Source: an optimization exercise on an open RTL-to-GDS flow (aim: small area and a short achievable clock period). Production flows keep margins and buffers that such runs may drop. RTL that was checked went through simulation tests only; none was proved equivalent to the original.

## cordic
module cordic # (parameter DATA_WIDTH = 16) (
    input                       clk,
    input                       rst_n,
    input                       start,
    input  [2:0]                mode,
    input  [3:0]                shift,
    input  [DATA_WIDTH*2 - 1 : 0] opa,
    input  [DATA_WIDTH*2 - 1 : 0] opb,
    output logic [DATA_WIDTH*2 - 1 : 0] data_o
);
make LEC_CHECK=0 CAP_MARGIN=20 CORE_MARGIN=2 CORE_UTILIZATION=40 PLACE_DENSITY=0.6 SETUP_SLACK_MARGIN=5 SLEW_MARGIN=20 SYNTH_HIERARCHICAL=1 finish   # period 13.0 ns
run.sh (not shown) runs the stock make flow with config.mk's settings and CLKGATE_MAP_FILE= SYNTH_SCRIPT=/design/flow/synth_recipe.tcl, a recipe that flattens the netlist after the stock synthesis.
The baseline completed with no timing, DRC or antenna violations.
Edit:
Settings changed: CORE_UTILIZATION 40 to 60, PLACE_DENSITY 0.6 to 0.8.
After rerunning:
- sequential share of layout area came out higher by 0.18 points
- first-iteration DRC count rises by 47%
- worst setup slack got worse by 0.065 ns
- worst hold slack gets better by 0.0040 ns
- sequential cell count does not change
- die area decreases by 33%

* * *

Setup of sierra:
cordic, a different RTL version from the one above (not shown whole).
Size in the first run: ~8800 cells after synthesis.
clock: 13.0 ns
lec_check: 0
cap_margin: 20
core_margin: 2
core_utilization: 40
place_density: 0.6
slew_margin: 20
synth_hierarchical: 1
synth_minimum_keep_size: 1000
standard.sh (not shown) runs the stock make flow with config.mk's settings and CLKGATE_MAP_FILE= SYNTH_SCRIPT=/design/flow/synth_recipe.tcl, a recipe that flattens the netlist after the stock synthesis.
==> flow/flow/run.sh <==
#!/bin/bash
# Layout with the standard flow (standard synthesis, floorplan, placement, CTS, routing);
# the only change is a larger setup margin for the resizer's repair_timing, so that it keeps
# improving the slowest paths past the point where they just meet the clock period.
set -euo pipefail
bash standard.sh SETUP_SLACK_MARGIN=6.5 finish > standard_flow.log 2>&1
For amber, these inputs were changed with respect to sierra:
Settings: CAP_MARGIN changed from 20 to 5; SLEW_MARGIN changed from 20 to 5.
-- flow/flow/run.sh --
<<< sierra, line 6
bash standard.sh SETUP_SLACK_MARGIN=6.5 finish > standard_flow.log 2>&1
>>> amber, line 6
bash standard.sh SETUP_SLACK_MARGIN=6 finish > standard_flow.log 2>&1
Notes after the runs:
amber: full flow OK, the timing, design-rule and antenna checks passed
amber against sierra: sum of net half-perimeters after detailed placement neither gained nor lost much, cell count down 2.1%, clock latency on the worst-skew pair up 0.03 ns, number of nets in the finished design now sits lower.
Cmp sierra and amber / sequential share of layout area / higher: amber
amber vs sierra, highest net fanout along the worst path went up by 8.
Compared amber vs sierra, and final core area utilization is down in amber.
The worst setup slack of amber falls short of that of sierra by 0.31 ns.
Function was not checked in any run of this note: the RTL went through the layout flow alone.

* * *

## v26
Starting RTL as in the previous note.
export LEC_CHECK = 0
export CAP_MARGIN = 20
export CORE_MARGIN = 2
export CORE_UTILIZATION = 40
export PLACE_DENSITY = 0.6
export SLEW_MARGIN = 20
export SYNTH_HIERARCHICAL = 1
export SYNTH_MINIMUM_KEEP_SIZE = 1000
create_clock -name core_clock -period 13.0 [get_ports {clk}]
==> flow/flow/run.sh <==
#!/bin/bash
# Layout with the standard flow (standard synthesis, floorplan, placement, CTS, routing);
# the only change is a larger setup margin for the resizer's repair_timing, so that it keeps
# improving the slowest paths past the point where they just meet the clock period.
set -euo pipefail
bash standard.sh SETUP_SLACK_MARGIN=5.5 finish > standard_flow.log 2>&1
Setup changes, v26 to v21
--- a/flow/flow/run.sh
+++ b/flow/flow/run.sh
@@ -4,3 +4,3 @@
 # improving the slowest paths past the point where they just meet the clock period.
 set -euo pipefail
-bash standard.sh SETUP_SLACK_MARGIN=5.5 finish > standard_flow.log 2>&1
+bash standard.sh SETUP_SLACK_MARGIN=6 finish > standard_flow.log 2>&1
[summary]
v21 did not stop at any stage, and its layout met the timing, design-rule and antenna checks. Per the comparison of v21 with v26, routed length on met3 went up about 14%, total track usage went up 0.42 points. When v21 is set beside v26, its clock latency reported for the late side of the worst-skew pair turns out to be 0.03 ns larger.
No functional check of the RTL was part of any run of this note.

[afterwards: timing with drivers on the ports]
Ports are ideal in the flow. The routed layouts listed here were re-timed in OpenROAD.
Step 1, drivers: a clkbuf_16 drives clk and a buf_2 each remaining input, both assumed.
Step 2 adds t to the input delays and takes it off the output delays; t is the mean of the earliest and latest rising clock arrival at the registers after step 1. Input paths then give back, and output paths get back, about the clock's delay inside the block.
Three values: ideal ports, drivers, drivers and shift; two values: the first two.
run	t (ns)	setup WS [ns]	hold slack, ns
the first run of note 1	0.766	5.365 / 5.289 / 5.365	0.415 / 0.415 / 0.415
the second run of note 1	0.773	5.299 / 5.299 / 5.299	0.419 / 0.419 / 0.419
sierra	0.766	6.410 / 6.410 / 6.152	0.417 / 0.417 / 0.417
amber	0.769	6.102 / 6.019 / 6.180	0.418 / 0.418 / 0.418
v26	0.774	5.695 / 5.611 / 5.813	0.417 / 0.417 / 0.417
v21	0.773	6.150 / 6.105 / 6.146	0.416 / 0.416 / 0.416
After both steps setup and hold are still met in every run listed. The setup slack of sierra, which loses most, moves by 0.000 ns with the drivers and by -0.258 ns with both steps.
